Source: an optimization exercise on an open RTL-to-GDS flow (aim: small area). Production flows keep margins and buffers that such runs may drop. Only simulation tests tie the RTL to the original design; equivalence was not proved. The clock port is modelled as an ideal driver, which makes a skipped or thinned clock tree look cheaper than it is; a real chip needs a root buffer or a tree. Power and IR drop assume default switching activity.

v21:
## TopGlove
module TopGlove (
    input clk,
    input rst,
    input [1:0] sw,
    input btn_up,
    input btn_down,
    input btn_left,
    input btn_center,
    output gyro_cs,
    output gyro_sclk,
    output gyro_mosi,
    input  gyro_miso,
    output reg [15:0] LED,
    input       master_rts,
    output      master_rx,
    input       master_tx,
    output      master_cts
);
Size: ~500 cells after synthesis, about 180 flip-flops, ~32 I/O pins, about 0.0065 mm2 of cells after synthesis.
clock: 10.0 ns
lec_check: 0
cap_margin: 20
core_margin: 2
core_utilization: 40
cts_buf_list: sky130_fd_sc_hd__clkbuf_8
slew_margin: 20
standard.sh (not shown) runs the stock make flow with config.mk's settings and CLKGATE_MAP_FILE= SYNTH_SCRIPT=/design/flow/synth_recipe.tcl, a recipe that flattens the netlist after the stock synthesis.
==> flow/flow/run.sh <==
#!/bin/bash
# The standard layout, with three changes:
#  - synthesis maps logic with an area-oriented ABC script (flow/area.abc)
#    in place of ORFS's speed script; everything else in synthesis is as
#    standard.sh runs it;
#  - port buffers are sky130_fd_sc_hd__buf_1;
#  - the clock tree uses clkbuf_8 and no dummy loads.
set -euo pipefail
export CTS_TREE_NET=clk CTS_TREE_MAX_SINKS=20 CTS_TREE_LEAF=sky130_fd_sc_hd__clkbuf_8 CTS_TREE_ROOT=sky130_fd_sc_hd__clkbuf_4
W=$(pwd)
sed "s#^  log_cmd abc {\*}\$abc_args#  set abc_args [lreplace \$abc_args 1 1 $W/flow/area.abc]\n  log_cmd abc {*}\$abc_args#" \
  "$FLOW_HOME/scripts/synth.tcl" > "$W/synth_area.tcl"
sed "s#source \$::env(SCRIPTS_DIR)/synth.tcl#source $W/synth_area.tcl#" synth_recipe.tcl > "$W/synth_recipe_area.tcl"
bash standard.sh "SYNTH_SCRIPT=$W/synth_recipe_area.tcl" \
  "BUFFER_PORTS_ARGS=-buffer_cell sky130_fd_sc_hd__buf_1" \
  "PRE_CTS_TCL=$W/flow/cts_tree.tcl" \
  "CTS_ARGS=-sink_clustering_enable -repair_clock_nets -dont_use_dummy_load -buf_list sky130_fd_sc_hd__clkbuf_8" \
  finish > standard.log 2>&1
==> flow/flow/cts_tree.tcl <==
# Sourced before CTS (PRE_CTS_TCL). Replaces TritonCTS with a two-level
# clock tree: the flip-flops are split by recursive median bisection into
# groups of at most CTS_TREE_MAX_SINKS, each group is driven by a leaf
# buffer at its centre, and one root buffer, driven by the clock port,
# drives the leaf buffers. All flip-flops are two buffers from the port.
rename clock_tree_synthesis __triton_clock_tree_synthesis

proc cts_tree_bisect {pts maxn} {
  set n [llength $pts]
  if {$n <= $maxn} { return [list $pts] }
  set xs {}; set ys {}
  foreach p $pts { lappend xs [lindex $p 0]; lappend ys [lindex $p 1] }
  set dx [expr {[tcl::mathfunc::max {*}$xs] - [tcl::mathfunc::min {*}$xs]}]
  set dy [expr {[tcl::mathfunc::max {*}$ys] - [tcl::mathfunc::min {*}$ys]}]
  set k [expr {$dx >= $dy ? 0 : 1}]
  set s [lsort -integer -index $k $pts]
  set g [expr {($n + $maxn - 1) / $maxn}]
  set g1 [expr {$g / 2}]
  set cut [expr {int(round(double($n) * $g1 / $g))}]
  return [concat [cts_tree_bisect [lrange $s 0 [expr {$cut - 1}]] $maxn] \
                 [cts_tree_bisect [lrange $s $cut end] $maxn]]
}

proc cts_tree_place {inst x y} {
  set m [$inst getMaster]
  $inst setLocation [expr {int($x - [$m getWidth] / 2)}] [expr {int($y - [$m getHeight] / 2)}]
  $inst setPlacementStatus PLACED
}

proc clock_tree_synthesis {args} {
  set db [ord::get_db]
  set block [ord::get_db_block]
  set clk [$block findNet $::env(CTS_TREE_NET)]
  set pts {}
  foreach it [$clk getITerms] {
    set bb [[$it getInst] getBBox]
    lappend pts [list [expr {([$bb xMin] + [$bb xMax]) / 2}] \
                      [expr {([$bb yMin] + [$bb yMax]) / 2}] $it]
  }
  set groups [cts_tree_bisect $pts $::env(CTS_TREE_MAX_SINKS)]
  set leafm [$db findMaster $::env(CTS_TREE_LEAF)]
  set rootm [$db findMaster $::env(CTS_TREE_ROOT)]
  set rootnet [odb::dbNet_create $block clknet_root]
  $rootnet setSigType CLOCK
  set i 0; set sx 0.0; set sy 0.0
  foreach grp $groups {
    set cx 0.0; set cy 0.0
    foreach p $grp { set cx [expr {$cx + [lindex $p 0]}]; set cy [expr {$cy + [lindex $p 1]}] }
    set cx [expr {$cx / [llength $grp]}]; set cy [expr {$cy / [llength $grp]}]
    set net [odb::dbNet_create $block clknet_leaf_$i]
    $net setSigType CLOCK
    foreach p $grp {
      set it [lindex $p 2]
      $it disconnect
      $it connect $net
    }
    set buf [odb::dbInst_create $block $leafm clkbuf_leaf_$i]
    [$buf findITerm A] connect $rootnet
    [$buf findITerm X] connect $net
    cts_tree_place $buf $cx $cy
    puts "cts_tree: leaf $i drives [llength $grp] sinks at ([expr {int($cx)}], [expr {int($cy)}])"
    set sx [expr {$sx + $cx}]; set sy [expr {$sy + $cy}]
    incr i
  }
  set root [odb::dbInst_create $block $rootm clkbuf_root]
  [$root findITerm A] connect $clk
  [$root findITerm X] connect $rootnet
  cts_tree_place $root [expr {$sx / $i}] [expr {$sy / $i}]
  puts "cts_tree: root drives $i leaf buffers"
  global_connect
  set_propagated_clock [all_clocks]
}
Other scripts of this flow, unchanged in this note and not shown: flow/flow/area.abc
diff inputs: v21 => v24
--- a/flow/flow/run.sh
+++ b/flow/flow/run.sh
@@ -8,3 +8,3 @@
 set -euo pipefail
-export CTS_TREE_NET=clk CTS_TREE_MAX_SINKS=20 CTS_TREE_LEAF=sky130_fd_sc_hd__clkbuf_8 CTS_TREE_ROOT=sky130_fd_sc_hd__clkbuf_4
+export CTS_TREE_NET=clk CTS_TREE_MAX_SINKS=16 CTS_TREE_LEAF=sky130_fd_sc_hd__clkbuf_8 CTS_TREE_ROOT=sky130_fd_sc_hd__clkbuf_8
 W=$(pwd)
Results
Taking v21 as the reference, in v24 clock-pin transition on the worst setup and hold timing paths lower, total length of routed wires has increased, layout inverter count without the clock tree barely changed, share of the cycle needed by the critical path after routing was more or less identical. Share of the final layout cell area in sequential cells sits lower in v24 than in v21. Run comparison: v24 highest routed metal layer met4; v21 highest routed metal layer met5.
Edits applied to the flow inputs when going from v24 to v29:
--- a/flow/flow/run.sh
+++ b/flow/flow/run.sh
@@ -8,3 +8,3 @@
 set -euo pipefail
-export CTS_TREE_NET=clk CTS_TREE_MAX_SINKS=16 CTS_TREE_LEAF=sky130_fd_sc_hd__clkbuf_8 CTS_TREE_ROOT=sky130_fd_sc_hd__clkbuf_8
+export CTS_TREE_NET=clk CTS_TREE_MAX_SINKS=36 CTS_TREE_LEAF=sky130_fd_sc_hd__clkbuf_16 CTS_TREE_ROOT=sky130_fd_sc_hd__clkbuf_4
 W=$(pwd)
Notes after the runs:
- Summary of v29 over v24: number of non-filler instances in the completed layout fell by 7; multi-input gate share of total cell area stayed essentially flat.
- v24 has higher final core area utilization than v29.
- Internal portion of total power (v29 over v24): decrease, 2.1%
- Re die area: no difference whatsoever between v29 and v24.
- v24 has higher final area than v29.
- Run comparison: v29 uppermost metal layer occupied by signal nets met5; v24 uppermost metal layer occupied by signal nets met4
For v37, these inputs were changed with respect to v29:
--- a/flow/flow/run.sh
+++ b/flow/flow/run.sh
@@ -8,3 +8,3 @@
 set -euo pipefail
-export CTS_TREE_NET=clk CTS_TREE_MAX_SINKS=36 CTS_TREE_LEAF=sky130_fd_sc_hd__clkbuf_16 CTS_TREE_ROOT=sky130_fd_sc_hd__clkbuf_4
+export CTS_TREE_NET=clk CTS_TREE_MAX_SINKS=30 CTS_TREE_LEAF=sky130_fd_sc_hd__clkbuf_16 CTS_TREE_ROOT=sky130_fd_sc_hd__clkbuf_4
 W=$(pwd)
## What came out
- Global-route usage over all layers: v37 vs v29, no meaningful difference
- v37 vs. v29: final worst-path setup slack decreased by 0.035 ns relative to the old numbers, total wirelength of the detailed-routed design increased by 0.75% relative to the old numbers.
- Average vias per placed instance: v29 vs v37 — no meaningful difference
- The slew of the pin with the lowest slew margin of v37 exceeds that of v29 by 0.030 ns.
- Going from v29 to v37, worst slew slack as a fraction of its limit shrinks by 2.0 points.
- Number of max-slew violations in the final report: v29 vs v37 identical
- v37: full flow OK, the timing, DRC and antenna checks passed
No run of this note takes its clock network from TritonCTS; it comes from the design's own scripts or RTL.

[re-timing with driven ports]
In the flow no input, the clock included, has a driving cell. The finished layouts below were timed again as built, in two steps. Step 1 assumes that a clkbuf_16 drives the clock port and a buf_2 every other input. Step 2 adds t to the input delays and takes it off the output delays; t is the mean of the earliest and latest rising clock arrival at the registers after step 1. Input paths then give back, and output paths get back, about the clock's delay inside the block. Three values: ideal, step 1, step 2; two values: the first two.
run	t (ns)	setup WS [ns]	worst register clock-pin slew, ns	pins driven straight from the clock port
v21	0.541	4.488 / 4.458 / 4.458	0.12 / 0.12	1
v24	0.465	4.474 / 4.446 / 4.446	0.10 / 0.10	1
v29	0.513	4.510 / 4.481 / 4.481	0.12 / 0.12	1
v37	0.542	4.475 / 4.447 / 4.447	0.11 / 0.11	1
After both steps every run listed still meets setup and hold. For v21, which loses most, drivers alone change the setup slack by -0.030 ns; drivers and shift together by -0.030 ns.
